This design comes from an exercise in tuning for small area on the open sky130 flow, not from production work.
Only simulation tests tie the RTL to the original design; equivalence was not proved.

==> branch indigo: inputs <==
Design nano_trigger, start of the top module:
module nano_trigger (
    input clk,
    input rst,
    input signed [7:0] energy,
    input signed [7:0] isol,
    input signed [7:0] w1_1,
    input signed [7:0] w1_2,
    input signed [7:0] b1,
    input signed [7:0] w2_1,
    input signed [7:0] w2_2,
    input signed [7:0] b2,
    input signed [7:0] w3_1,
    input signed [7:0] w3_2,
    input signed [7:0] b3,
    input signed [7:0] l2_w1,
    input signed [7:0] l2_w2,
    input signed [7:0] l2_w3,
    input signed [7:0] l2_b,
    output trigger
);
export LEC_CHECK = 0
export CAP_MARGIN = 5
export CORE_MARGIN = 2
export CORE_UTILIZATION = 60
export CTS_BUF_LIST = sky130_fd_sc_hd__clkbuf_8
export CTS_CLUSTER_DIAMETER = 200
export CTS_CLUSTER_SIZE = 30
export SLEW_MARGIN = 5
export SYNTH_HIERARCHICAL = 1
create_clock -name core_clock -period 18.0 [get_ports {clk}]
standard.sh (not shown) runs the stock make flow with config.mk's settings and CLKGATE_MAP_FILE= SYNTH_SCRIPT=/design/flow/synth_recipe.tcl, a recipe that flattens the netlist after the stock synthesis.
==> flow/flow/run.sh <==
#!/bin/bash
# The standard layout (standard.sh) with three changes: the input and
# output port buffers use the smallest buffer cell, clock tree synthesis adds
# no dummy loads, and it clusters up to 30 flip-flops per leaf buffer.  The
# full make output goes to standard_flow.log here.
set -euo pipefail
bash standard.sh \
  "BUFFER_PORTS_ARGS=-buffer_cell sky130_fd_sc_hd__buf_1" \
  "CTS_ARGS=-sink_clustering_enable -repair_clock_nets -buf_list sky130_fd_sc_hd__clkbuf_8 -sink_clustering_size 30 -sink_clustering_max_diameter 200 -dont_use_dummy_load" \
  finish > standard_flow.log 2>&1
==> inputs of branch onyx, as changes to branch indigo <==
==> flow/flow/run.sh (replaced) <==
#!/bin/bash
# The standard layout (standard.sh) with two changes: the input and
# output port buffers use the smallest buffer cell, and clock tree synthesis
# adds no dummy loads.  The full make output goes to standard_flow.log here.
set -euo pipefail
bash standard.sh \
  "BUFFER_PORTS_ARGS=-buffer_cell sky130_fd_sc_hd__buf_1" \
  "CTS_ARGS=-sink_clustering_enable -repair_clock_nets -buf_list sky130_fd_sc_hd__clkbuf_8 -dont_use_dummy_load" \
  finish > standard_flow.log 2>&1
- CAP_MARGIN: 5 -> 10
- CORE_UTILIZATION: 60 -> 50
- CTS_CLUSTER_DIAMETER: 200 -> not set
- CTS_CLUSTER_SIZE: 30 -> not set
- SLEW_MARGIN: 5 -> 10
==> inputs of branch amber, as changes to branch indigo <==
==> flow/flow/run.sh (replaced) <==
#!/bin/bash
# The standard layout (standard.sh) with two changes: the input and
# output port buffers use the smallest buffer cell, and clock tree synthesis
# adds no dummy loads.  The full make output goes to standard_flow.log here.
set -euo pipefail
bash standard.sh \
  "BUFFER_PORTS_ARGS=-buffer_cell sky130_fd_sc_hd__buf_1" \
  "CTS_ARGS=-sink_clustering_enable -repair_clock_nets -buf_list sky130_fd_sc_hd__clkbuf_8 -dont_use_dummy_load" \
  finish > standard_flow.log 2>&1
- CAP_MARGIN: 5 -> 10
- CTS_CLUSTER_DIAMETER: 200 -> not set
- CTS_CLUSTER_SIZE: 30 -> not set
- SLEW_MARGIN: 5 -> 10
==> summary of the runs <==
Branch onyx finished with timing, DRC and antenna clean. Branch amber completed without violations. Branch indigo finished with timing, DRC and antenna clean.
Against branch indigo, the global-route usage of branch onyx is lower by 4.3 points.
Area after synthesis is the same in branch amber and branch onyx.
In branch amber the non-clock buffer count is higher than in branch onyx, by 1.
Against branch onyx, the via count of branch amber is smaller by 0.52%.

========
==> run a <==
nano_trigger, a different RTL version from the one above (not shown whole).
Settings: LEC_CHECK=0, CAP_MARGIN=10, CORE_MARGIN=2, CORE_UTILIZATION=60, CTS_BUF_LIST=sky130_fd_sc_hd__clkbuf_8, SLEW_MARGIN=10, SYNTH_HIERARCHICAL=1; clock period 18.0 ns.
==> flow/flow/run.sh <==
#!/bin/bash
# The standard layout (standard.sh) with two changes: the input and
# output port buffers use the smallest buffer cell, and clock tree synthesis
# adds no dummy loads.  The full make output goes to standard_flow.log here.
set -euo pipefail
bash standard.sh \
  "BUFFER_PORTS_ARGS=-buffer_cell sky130_fd_sc_hd__buf_1" \
  "CTS_ARGS=-sink_clustering_enable -repair_clock_nets -buf_list sky130_fd_sc_hd__clkbuf_8 -dont_use_dummy_load" \
  finish > standard_flow.log 2>&1
==> inputs of run b, as changes to run a <==
CAP_MARGIN = 20   (was 10)
CORE_UTILIZATION = 40   (was 60)
SLEW_MARGIN = 20   (was 10)
==> inputs of run c, as changes to run a <==
==> flow/run.sh (new file) <==
#!/bin/bash
# synth_recipe.tcl (not shown) runs the flow's synth.tcl, then flattens the netlist and writes it again
# the make line also repeats each setting of config.mk as NAME=value (left out here)
make -C /OpenROAD-flow-scripts/flow DESIGN_CONFIG=/design/flow/config.mk WORK_HOME=/design/flow/orfs CLKGATE_MAP_FILE= SYNTH_SCRIPT=/design/flow/synth_recipe.tcl finish
CAP_MARGIN = 20   (was 10)
CORE_UTILIZATION = 40   (was 60)
CTS_BUF_LIST = unset   (was sky130_fd_sc_hd__clkbuf_8)
SLEW_MARGIN = 20   (was 10)
removed: flow/flow/run.sh
removed: flow/standard.sh
==> inputs of run d, as changes to run a <==
==> flow/flow/run.sh (replaced) <==
#!/bin/bash
# The standard layout (standard.sh), with the input and output port
# buffers made from the smallest buffer cell instead of the one buffer_ports
# picks by default.  The full make output goes to standard_flow.log here.
set -euo pipefail
bash standard.sh "BUFFER_PORTS_ARGS=-buffer_cell sky130_fd_sc_hd__buf_1" finish > standard_flow.log 2>&1
CAP_MARGIN = 20   (was 10)
CORE_UTILIZATION = 40   (was 60)
CTS_BUF_LIST = unset   (was sky130_fd_sc_hd__clkbuf_8)
SLEW_MARGIN = 20   (was 10)
==> notes <==
Design area, lowest first: run a, run b, run d, run c.
Via count: run a < run c < run d < run b.
Against run c, the hold slack of run d is lower by 0.0014 ns.
Setup slack: run a is higher than run c (0.73 ns).
Wire length, lowest first: run a, run d, run b, run c.
Critical path depth is the same in run b and run d.

========
==> juniper: inputs <==
nano_trigger, a different RTL version from the one above (not shown whole).
==> flow/config.mk <==
export PLATFORM = sky130hd
export DESIGN_NAME = nano_trigger
export DESIGN_NICKNAME = nano_trigger
export VERILOG_FILES = /design/flow/design.v
export SDC_FILE = /design/flow/constraint.sdc
export NUM_CORES = 4
export LEC_CHECK = 0
export CAP_MARGIN = 10
export CORE_MARGIN = 2
export CORE_UTILIZATION = 60
export CTS_BUF_LIST = sky130_fd_sc_hd__clkbuf_8
export SLEW_MARGIN = 10
export SYNTH_HIERARCHICAL = 1
==> flow/constraint.sdc <==
create_clock -name core_clock -period 18.0 [get_ports {clk}]
set_input_delay 3.6000 -clock core_clock [delete_from_list [all_inputs] [get_ports {clk}]]
set_output_delay 3.6000 -clock core_clock [all_outputs]
set_load 0.01 [all_outputs]
==> flow/flow/run.sh <==
#!/bin/bash
# The standard layout (standard.sh) with two changes: the input and
# output port buffers use the smallest buffer cell, and clock tree synthesis
# adds no dummy loads.  The full make output goes to standard_flow.log here.
set -euo pipefail
bash standard.sh \
  "BUFFER_PORTS_ARGS=-buffer_cell sky130_fd_sc_hd__buf_1" \
  "CTS_ARGS=-sink_clustering_enable -repair_clock_nets -buf_list sky130_fd_sc_hd__clkbuf_8 -dont_use_dummy_load" \
  finish > standard_flow.log 2>&1
==> fjord: changes against juniper <==
--- a/flow/config.mk
+++ b/flow/config.mk
@@ -7,7 +7,7 @@
 export LEC_CHECK = 0
 export CAP_MARGIN = 10
 export CORE_MARGIN = 2
-export CORE_UTILIZATION = 60
+export CORE_UTILIZATION = 50
 export CTS_BUF_LIST = sky130_fd_sc_hd__clkbuf_8
 export SLEW_MARGIN = 10
 export SYNTH_HIERARCHICAL = 1
==> flow_metrics.tcl <==
set metrics [dict create \
    result_of_the_run "complete, no violations" \
    critical_path.reg2reg.startpoint "L1.N3.u[0]$_DFF_PP0_" \
    groute.layer.met1.usage 0.321 \
    finalNonFillerCells 1726 \
    placed_cells 1715 \
    grt_max_degree 31 \
    hold_ws_ns 0.337 \
]
-- figures above: fjord

==> flow_metrics.tcl <==
set metrics [dict create \
    result_of_the_run "complete, no violations" \
    hold_ws_ns 0.321 \
    routed_wirelength_um 36200 \
    placed_cells 1652 \
    groute.layer.met1.usage 0.378 \
    critical_path.reg2reg.startpoint "L1.N1.u[0]$_DFF_PP0_" \
    finalNonFillerCells 1662 \
]
-- figures above: juniper


========
==> run M: inputs <==
RTL: one of the versions met above, not the one the previous note started from.
Design nano_trigger, start of the top module:
module nano_trigger (
    input clk,
    input rst,
    input signed [7:0] energy,
    input signed [7:0] isol,
    input signed [7:0] w1_1,
    input signed [7:0] w1_2,
    input signed [7:0] b1,
    input signed [7:0] w2_1,
    input signed [7:0] w2_2,
    input signed [7:0] b2,
    input signed [7:0] w3_1,
    input signed [7:0] w3_2,
    input signed [7:0] b3,
    input signed [7:0] l2_w1,
    input signed [7:0] l2_w2,
    input signed [7:0] l2_w3,
    input signed [7:0] l2_b,
    output trigger
);
export LEC_CHECK = 0
export CAP_MARGIN = 20
export CORE_MARGIN = 2
export CORE_UTILIZATION = 40
export CTS_BUF_LIST = sky130_fd_sc_hd__clkbuf_8
export SLEW_MARGIN = 20
export SYNTH_HIERARCHICAL = 1
create_clock -name core_clock -period 18.0 [get_ports {clk}]
==> flow/flow/run.sh <==
#!/bin/bash
# The standard layout (standard.sh), with the input and output port
# buffers made from the smallest buffer cell instead of the one buffer_ports
# picks by default.  The full make output goes to standard_flow.log here.
set -euo pipefail
bash standard.sh "BUFFER_PORTS_ARGS=-buffer_cell sky130_fd_sc_hd__buf_1" finish > standard_flow.log 2>&1
==> run C: changes against run M <==
==> flow/run.sh (new file) <==
#!/bin/bash
# synth_recipe.tcl (not shown) runs the flow's synth.tcl, then flattens the netlist and writes it again
# the make line also repeats each setting of config.mk as NAME=value (left out here)
make -C /OpenROAD-flow-scripts/flow DESIGN_CONFIG=/design/flow/config.mk WORK_HOME=/design/flow/orfs CLKGATE_MAP_FILE= SYNTH_SCRIPT=/design/flow/synth_recipe.tcl finish
removed: flow/flow/run.sh
removed: flow/standard.sh
==> metrics.cfg <==
[status]
run_status = complete, no violations

[layout]
clock_buf_inv_share_pct = 1.17
final_nets = 1962
ratio_of_cells_with_drive_above_1_in_the_final_layout_pct = 6.53

[sta]
fin_worst_skew_ns = 0.00711

[grt]
grt_usage_pct = 19.2
grt.met2_usage_pct = 34.4

[detailed_routing]
routedWlPerCell_um = 19.1

[placement]
routability_congestion_estimate = 0.927

(the above is from run C)
==> metrics.cfg <==
[status]
run_status = complete, no violations

[detailed_routing]
routedWlPerCell_um = 19.0

[layout]
ratio_of_cells_with_drive_above_1_in_the_final_layout_pct = 6.86

[grt]
grt_usage_pct = 19.1
grt.met2_usage_pct = 34.2

[placement]
routability_congestion_estimate = 0.917

(the above is from run M)

==> static timing again, ports no longer ideal <==
No port has a modelled driver above. Below, the same layouts with a new extraction and two added sets of constraints. Step 1, drivers: a clkbuf_16 drives clk and a buf_2 each remaining input, both assumed. Step 2 times the ports against the registers' clock, not the clock port: input delays grow and output delays shrink by t, the midpoint of the rising clock arrivals with the driver on. a / b / c = ideal ports / drivers / drivers and shift; a / b = the first two.
run | shift t [ns] | slack for setup (ns) | clock arrival spread, ns
branch indigo | 0.387 | 4.562 / 4.521 / 4.521 | 0.030 / 0.031
branch onyx | 0.393 | 4.558 / 4.524 / 4.524 | 0.017 / 0.018
branch amber | 0.387 | 4.562 / 4.521 / 4.521 | 0.030 / 0.031
run a of note 2 | 0.379 | 5.661 / 5.628 / 5.628 | 0.029 / 0.029
run b of note 2 | 0.381 | 5.672 / 5.622 / 5.622 | 0.033 / 0.033
run c of note 2 | 0.371 | 4.930 / 4.895 / 4.895 | 0.008 / 0.009
run d of note 2 | 0.380 | 5.654 / 5.605 / 5.605 | 0.007 / 0.006
juniper | 0.385 | 5.152 / 5.114 / 5.114 | 0.025 / 0.025
fjord | 0.382 | 5.087 / 5.065 / 5.065 | 0.021 / 0.021
run M of note 4 | 0.398 | 5.681 / 5.635 / 5.635 | 0.010 / 0.010
run C of note 4 | 0.391 | 4.923 / 4.887 / 4.887 | 0.011 / 0.010
After both steps every run listed still meets setup and hold. For run b of note 2, which loses most, drivers alone change the setup slack by -0.050 ns; drivers and shift together by -0.050 ns.
